Source: an optimization exercise on an open RTL-to-GDS flow (aim: small area and a short achievable clock period). Production flows keep margins and buffers that such runs may drop. The RTL was checked by simulation tests, not by an equivalence proof against the original design. Power and IR drop assume default switching activity.

==> run.sh <==
#!/bin/bash
# synth_recipe.tcl (not shown) runs the flow's synth.tcl, then flattens the netlist and writes it again
# the make line also repeats each setting of config.mk as NAME=value (left out here)
make -C /OpenROAD-flow-scripts/flow DESIGN_CONFIG=/design/flow/config.mk WORK_HOME=/design/flow/orfs CLKGATE_MAP_FILE= SYNTH_SCRIPT=/design/flow/synth_recipe.tcl finish
==> config.mk <==
export PLATFORM = sky130hd
export DESIGN_NAME = UART
export DESIGN_NICKNAME = UART
export VERILOG_FILES = /design/flow/design.v
export SDC_FILE = /design/flow/constraint.sdc
export NUM_CORES = 4
export LEC_CHECK = 0
export CAP_MARGIN = 20
export CORE_MARGIN = 2
export CORE_UTILIZATION = 40
export SLEW_MARGIN = 20
==> constraint.sdc <==
create_clock -name core_clock -period 10.0 [get_ports {CLK}]
set_input_delay 2.0000 -clock core_clock [delete_from_list [all_inputs] [get_ports {CLK}]]
set_output_delay 2.0000 -clock core_clock [all_outputs]
set_load 0.01 [all_outputs]
==> design.v <==
module UART_TX_CTRL
#(
    parameter [ 1:0] RDY       = 2'b01,
    parameter [ 1:0] LOAD      = 2'b10,
    parameter [ 1:0] SEND      = 2'b11,
    parameter [ 3:0] IDX_MAX   = 10,
    parameter [13:0] TMR_MAX   = 14'b10100010110000  
)
(
    input  wire       CLK,
    input  wire       rst,
    input  wire       send,
    input  wire [7:0] send_data,
    output wire       ready,
    output wire       UART_TX
);
reg         tx_bit;
reg  [ 1:0] tx_state;
reg  [ 9:0] tx_data;
reg  [ 3:0] index;
reg  [13:0] tx_tmr;
wire        bit_done;
always @(posedge CLK) begin : state_transition
    if (rst)
        tx_state <= RDY;
    else
    case (tx_state)
        RDY:
            if (send)
                tx_state <= LOAD;
        LOAD:
            tx_state <= SEND;
        SEND:
            if (bit_done) begin
                if (index == IDX_MAX)
                    tx_state <= RDY;
                else
                    tx_state <= LOAD;
            end
        default:  
            tx_state <= RDY;
    endcase
end
always @(posedge CLK) begin : timing
    if (rst || tx_state == RDY) begin
        tx_tmr <= 14'd0;
    end
    else begin
        if (bit_done)
            tx_tmr <= 14'd0;
        else
            tx_tmr <= tx_tmr + 1;
    end
end
always @(posedge CLK) begin : increment_index
    if (rst || tx_state == RDY)
        index <= 0;
    else if (tx_state == LOAD)
        index <= index + 1;
end
always @(posedge CLK) begin : data_latch
    if (send)
        tx_data <= {1'b1, send_data, 1'b0};
end
always @(posedge CLK) begin : bit0
    if (rst || tx_state == RDY)
        tx_bit <= 1'b1;
    else if (tx_state == LOAD)
        tx_bit <= tx_data[index];
end
assign bit_done = (tx_tmr == TMR_MAX)? 1 : 0;
assign UART_TX   = tx_bit;
assign ready     = (tx_state == RDY)? 1 : 0;
endmodule
module UART_RX_CTRL
#(
    parameter [ 2:0] WAIT_START  = 3'b001,
    parameter [ 2:0] STORE_START = 3'b010,
    parameter [ 2:0] STORE_DATA  = 3'b011,
    parameter [ 2:0] STORE_STOP  = 3'b100,
    parameter [ 2:0] STORE_LAST  = 3'b101,
    parameter [13:0] TMR_MAX     = 14'b10100010110000  
)(
    input  wire        CLK,
    input  wire        rst,
    input  wire        UART_RX,
    output reg  [ 7:0] recv_data,
    output wire        vald_data
);
reg  [ 2:0] rx_reg;
reg  [ 2:0] rx_state;
reg  [13:0] rx_tmr;
reg  [ 2:0] bit_count;
wire        sample_point;
wire        startbit_detected;
always @(posedge CLK) begin : rx_latch_n_shift
    if (rst)
        rx_reg <= 3'd0;
    else
        rx_reg <= {rx_reg[1:0], UART_RX};
end
function set_startbit_detected;
    input state, rx2, rx1;
    begin
        if (state==WAIT_START && rx2==1'b1 && rx1==1'b0)
            set_startbit_detected = 1'b1;
        else
            set_startbit_detected = 1'b0;
    end
endfunction
assign startbit_detected = set_startbit_detected(
                            rx_state,
                            rx_reg[2],
                            rx_reg[1]
                        );
always @(posedge CLK) begin : rx_timer
    if (rst) begin
        rx_tmr <= 14'd0;
    end
    else if (startbit_detected == 1'b1) begin
        rx_tmr <= 14'd0;
    end
    else begin
        if (rx_tmr == TMR_MAX)
            rx_tmr <= 14'd0;
        else
            rx_tmr <= rx_tmr + 14'd1;
    end
end
assign sample_point = (rx_tmr == 14'd0)? 1'b1 : 1'b0;
always @(posedge CLK) begin : state_transition_n_bit_count
    if (rst) begin
        rx_state  <= WAIT_START;
        bit_count <= 3'd0;
    end
    else
    case (rx_state)
        WAIT_START:
            if (startbit_detected == 1'b1) begin
                rx_state <= STORE_START;
                bit_count <= 3'd0;
            end
        STORE_START:
            if (sample_point == 1'b1) begin
                if (rx_reg[1] == 1'b0)
                    rx_state <= STORE_DATA;
                else  
                    rx_state <= WAIT_START;
            end
        STORE_DATA:
            if (sample_point == 1'b1) begin
                recv_data <= {rx_reg[1], recv_data[7:1]};
                if (bit_count == 3'd7)
                    rx_state <= STORE_STOP;
                else
                    bit_count <= bit_count + 3'd1;
            end
        STORE_STOP:
            if (sample_point == 1'b1) begin
                if (rx_reg[1] == 1'b1)
                    rx_state <= STORE_LAST;
                else  
                    rx_state <= WAIT_START;
            end
        STORE_LAST:
            rx_state <= WAIT_START;
        default:  
            rx_state <= WAIT_START;
    endcase
end
assign vald_data = (rx_state == STORE_LAST)? 1'b1 : 1'b0;
endmodule
module FIFO
#(
    parameter ADDR_WIDTH = 8,
    parameter DATA_WIDTH = 8
)
(
    input  wire                  CLK,
    input  wire                  rst,
    input  wire                  w_enable,
    input  wire                  r_enable,
    input  wire [DATA_WIDTH-1:0] w_data,
    output reg  [DATA_WIDTH-1:0] r_data,
    output reg  [ADDR_WIDTH:0]   count
);
reg [ADDR_WIDTH-1:0] w_addr;
reg [ADDR_WIDTH-1:0] r_addr;
reg [DATA_WIDTH-1:0] ram [2**ADDR_WIDTH-1:0];
always @(posedge CLK) begin : dpm
    if (w_enable)
        ram[w_addr] <= w_data;
    if (rst)
        r_data      <= 0;
    else if (r_enable)
        r_data      <= ram[r_addr];
end
always @(posedge CLK) begin : addr
    if (rst) begin
        w_addr <= 0;
        r_addr <= 0;
    end
    else begin
        if (w_enable)
            w_addr <= w_addr + 1'b1;
        if (r_enable)
            r_addr <= r_addr + 1'b1;
    end
end
always @(posedge CLK) begin : count_data
    if (rst)
        count <= 0;
    else
    case ({w_enable, r_enable})
        2'b00: count <= count;
        2'b01: count <= count - 1'b1;
        2'b10: count <= count + 1'b1;
        2'b11: count <= count;
    endcase
end
endmodule
module UART
#(
    parameter [ 2:0] WAIT_ACTI      = 3'b001,
    parameter [ 2:0] SEND_CHAR      = 3'b010,
    parameter [ 2:0] RDY            = 3'b011,
    parameter [ 2:0] WAIT_RDY       = 3'b100,
    parameter [ 3:0] BTN_STR_LEN    = 4'd8,
    parameter [ 1:0] PARROT_STR_LEN = 2'd3,
    parameter        BTN            = 1'b0,
    parameter        PARROT         = 1'b1,
    parameter [13:0] BAUD_TMR_MAX   = 14'd15  
)
(
    input  wire CLK,        
    input  wire rst,        
    input  wire btn_0,      
    output wire UART_TX,    
    input  wire UART_RX     
);
reg  [ 2:0] uart_state;
wire [ 7:0] btn_str        [ 7:0];
reg  [ 3:0] str_idx;
reg         send_mode;
reg         send_char;
wire        send;
reg  [ 7:0] send_data;
wire        ready;
assign send = send_char;
wire [ 7:0] recv_data;
wire        vald_data;
wire        w_enable;
wire        r_enable;
wire [ 7:0] r_data;
wire [ 8:0] count;
assign btn_str[0] = 8'h02;  
assign btn_str[1] = 8'h41;  
assign btn_str[2] = 8'h52;  
assign btn_str[3] = 8'h54;  
assign btn_str[4] = 8'h59;  
assign btn_str[5] = 8'h0D;  
assign btn_str[6] = 8'h0A;  
assign btn_str[7] = 8'h03;  
UART_TX_CTRL #(.TMR_MAX(BAUD_TMR_MAX)) uart_tx_ctrl (
    CLK,
    rst,
    send,
    send_data,
    ready,
    UART_TX
);
UART_RX_CTRL #(.TMR_MAX(BAUD_TMR_MAX)) uart_rx_ctrl (
    CLK,
    rst,
    UART_RX,
    recv_data,
    vald_data
);
assign w_enable = (vald_data == 1'b1 && count < 2**8);
assign r_enable = (count > 0 && uart_state == WAIT_ACTI)? 1 : 0;
FIFO fifo (
    CLK,
    rst,
    w_enable,
    r_enable,
    recv_data,  
    r_data,
    count
);
always @(posedge CLK) begin : state_transition
    if (rst) begin
        uart_state <= WAIT_ACTI;
        send_mode  <= BTN;
    end
    else
    case (uart_state)
        WAIT_ACTI:
            if (r_enable) begin
                uart_state <= SEND_CHAR;
                send_mode  <= PARROT;
            end
            else if (btn_0 == 1'b1) begin
                uart_state <= SEND_CHAR;
                send_mode  <= BTN;
            end
        SEND_CHAR:
            uart_state <= RDY;
        RDY:
            uart_state <= WAIT_RDY;
        WAIT_RDY:
            if (ready == 1'b1) begin
                case (send_mode)
                    PARROT: begin
                        uart_state <= WAIT_ACTI;
                    end
                    BTN: begin
                        if (str_idx == BTN_STR_LEN)
                            uart_state <= WAIT_ACTI;
                        else
                            uart_state <= SEND_CHAR;
                    end
                endcase
            end
        default:  
            uart_state <= WAIT_ACTI;
    endcase
end
always @(posedge CLK) begin : inc_idx
    if (rst || uart_state == WAIT_ACTI)
        str_idx <= 0;
    else if (uart_state == SEND_CHAR)
        str_idx <= str_idx + 1;
end
always @(posedge CLK) begin : char_load
    if (rst) begin
        send_char <= 1'b0;
        send_data <= 0;
    end
    else if (uart_state == SEND_CHAR) begin
        send_char <= 1'b1;
        if (send_mode == PARROT)
            send_data <= r_data;
        else if (send_mode == BTN)
            send_data <= btn_str[str_idx[2:0]];
    end
    else begin
        send_char <= 1'b0;
    end
end
endmodule
==> results.yml <==
critical_path:
  cp_top_family: "compound AO/OA/AOI/OAI gates"
  worstSetupPathType: "flop to flop"
  path_cells: "buf_12 > buf_4 > mux4_2 > a22oi_1 > a21oi_1 > or4_1 > a32oi_1 > o31ai_1"
  startpoint: "fifo.r_addr[0]"
  worstRegToRegCells: 8
  max_stage_delay_ps: 860
  crit_end: "fifo.r_data[3]"
  path_depth: 8
  start_kind: "flop"
  reg2reg_slack_ps: 4990
  r2r-start: "fifo.r_addr[0]"
  worst_ep_required_time_ps: 10730
  critPathMaxFanout: 69
  endpoint_kind: "flop"
  r2r-end: "fifo.r_data[3]"
  worst_ep_arrival_time_ps: 5740
  critical_path_buf_inv_count: 2
  crit_path_top_delay_cell: "dfxtp_4"
timing:
  fin_ws_ps: 4990
  finalSetupTns_ps: 0
  fmax_mhz: 199
  worstMarginPinSlew_ps: 1260
  fin_crit_sh: 0.501
  clock_skew_ps: 50.6
  hold_violations: 0
  maxSlewViolCount: 0
  maxSlewHeadroom: 0.153
  rsz0062_at_grt: "no"
  setup_violations: 0
  fin_crit_ps: 5010
synthesis:
  yosysUniqueCellTypes: 81
  synth_warnings: 4
  ys_ff_latch: 2158
  netlist_area_mm2: 0.0846
  synth_compound_area_frac: 0.0363
  yosys_most_used_dff: "edfxtp_1"
  yosys.cell_count.top_type: "edfxtp_1"
  synth_adder_area_share: 0.00408
  synth_nets: 4383
  synth.area.top_cells: "edfxtp_1 73%, mux4_2 12%, dfxtp_1 2.2%"
  async_reset_ff_frac: 0
  synth_common_cells: "2064 x edfxtp_1, 448 x mux4_2, 375 x nor2_1"
  synth_top_area_share: 0.732
  synth_top_family_by_area: "multiplexers"
  synth_top_area_cell: "edfxtp_1"
  yosys.area_share.simple: 0.0392
  synthCells: 4352
  synth-xor-area-share: 0.00466
  yosysSeqAreaShare: 0.754
  syn_area_per_cell_um2: 19.5
  synth_edf_count: 2064
  synth_mux_area_frac: 0.143
cts:
  postCtsSetupBuffers: 0
  cts_made_buffers: 211
  clockBufferDepth: 3
  ctsHoldBuffers: 0
  path_clk_slew_ps: 70
  h-tree-depth: 4
  cts.repair.resized: 0
  ctsRootBufferMaster: "clkbuf_16"
  cts_tree: "yes"
  insertion_delay_ps: 870
  cts_sinks: 2158
layout:
  multi_input_area_mm2: 0.0193
  syn_to_final_growth_pct: 11.8
  final_cell_area_mm2: 0.0946
  nets: 4439
  reg.largest.list: "fifo.ram x2048, uart_rx_ctrl.rx_tmr x14, uart_tx_ctrl.tx_tmr x14"
  drive_gt1_frac: 0.200
  regMostFlops: "fifo.ram"
  fillerInstances: 17700
  largest_reg_flops: 2048
  regArea_mm2: 0.0639
drt:
  antenna_left: 0
  drt_first_pass_iters: 6
  via_per_inst: 5.90
  drtIter0Drc: 6049
  avgRoutedWirePerCell_um: 31.1
  drc: 0
  via_count: 43600
  drt-total-wl_um: 230000
global_route:
  antenna_found_initial: 5
  grt_pass1_wl_um: 327000
  overflow: 0
  grt_pass1_vias: 42600
  grt_max_degree: 198
  grt_use_total: 0.211
power:
  swShare: 0.262
  leakagePower_nw: 28.4
  p_total_w: 0.0213
  power.net_switching_w: 0.00557
  clkPwrFrac: 0.372
  p_per_area_mw_per_mm2: 225
  p_int_w: 0.0157
  ir_drop_mv: 0.234
  seqPwrFrac: 0.468
  power_frac_comb: 0.160
placement:
  place_ws_ps: 5050
  dpl.hpwl_um: 138000
  gp_congestion: 0.899
  io_buffer_count: 4
  placed_cell_area_mm2: 0.0877
floorplan:
  dieArea_mm2: 0.215
  ios: 5
  start_util: 0.403
  die_y_um: 464
  die-width_um: 464
  coreArea_mm2: 0.210
  rows: 168
hold_path:
  hp-class: "flop to flop"
status:
  status: "complete, no violations"
job:
  cap_violations: 0
## cells in the final DEF, fill, tap and decap left out, types with 28 or more instances in the layout
master and instances:
mux4_2 448, edfxtp_1 2064, a22oi_1 72, nor2b_1 30, nand3_1 70, a221oi_1 28, o22ai_1 47, dfxtp_1 88
clkbuf_16 212, clkbuf_1 40, nor2_1 367, a21oi_1 92, mux2i_1 176, buf_4 88, clkinv_1 44, nand2_1 136
clkinv_2 39, o21ai_0 43
## power by group through the flow
| stage | Combinational, W | Clock (W) | Sequential [W] |
|---|---|---|---|
| after CTS | 0.00342 | 0.00800 | 0.00995 |
| after global placement | 0.00341 | 0 | 0.0101 |
| after floorplan | 0.00252 | 0 | 0.0100 |
| final | 0.00341 | 0.00790 | 0.00995 |
| after global routing | 0.00357 | 0.00833 | 0.00995 |
| after detailed placement | 0.00341 | 0 | 0.0101 |
## kinds of logic after synthesis
logic type               after synthesis
AND/OR/NAND/NOR                      745
flip-flops                          2158
AO/OA/AOI/OAI                        446
buffers and inverters                285
adder cells (fa/ha/maj)               27
XOR/XNOR                              45
multiplexers                         646
## stage by stage
stage	util	hold WS, ps	instances
4_1_cts	0.450	431	7393
6_report	0.451	430	7395
5_1_grt	0.451	433	7393
2_1_floorplan	-	403	4352
3_5_place_dp	0.418	417	7000
3_3_place_gp	0.418	416	6998
## metal layers
| layer | part of all wire | vias to the layer above | global-route usage |
|---|---|---|---|
| met2 | 0.47 | 2127 | 0.328 |
| met5 | 0 | - | 0 |
| met3 | 0.089 | 436 | 0.0448 |
| met4 | 0.040 | 0 | 0.0791 |
| li1 | - | 17900 | - |
| met1 | 0.40 | 23100 | 0.294 |
## cell type report
cell class                 instances  share of cell area
timing repair buffer             104             0.00997
inverter                          24            0.000979
clock inverter                   136              0.0141
sequential                      2158               0.675
antenna                            2           0.0000529
multi-input combinational       1909               0.204
tap                             2805              0.0371
clock buffer                     257              0.0584
## worst min path at each step
stage / startpoint / end / slack [ps] / cells after the start
after global routing: send_data[0] / uart_tx_ctrl.tx_data[1] / 430 / 0
after global placement: send_data[7] / uart_tx_ctrl.tx_data[8] / 420 / 0
after floorplan: send_data[2] / uart_tx_ctrl.tx_data[3] / 400 / 0
after CTS: send_data[0] / uart_tx_ctrl.tx_data[1] / 430 / 0
final: send_data[0] / uart_tx_ctrl.tx_data[1] / 430 / 0
after detailed placement: send_data[0] / uart_tx_ctrl.tx_data[1] / 420 / 0

re-timing with driven ports:
How much do the figures lean on ideal ports? The routed layout below was timed once more, with nothing changed but the port constraints. Step 1 assumes that a clkbuf_16 drives the clock port and a buf_2 every other input. Step 2, shift: input delay + t, output delay - t, t = (earliest + latest rising clock arrival at the registers) / 2. This alone moves slack from input paths to output paths. Three values: no drivers, after step 1, after step 2; two values: the first two.
t, ns: 0.943
slack for setup (ns): 4.985 / 4.985 / 4.985
worst data-port slew with drivers (ns): 0.04
cell pins on the clock port's net: 1
After both steps this run still meets setup and hold. For this run, drivers alone change the setup slack by 0.000 ns; drivers and shift together by 0.000 ns.
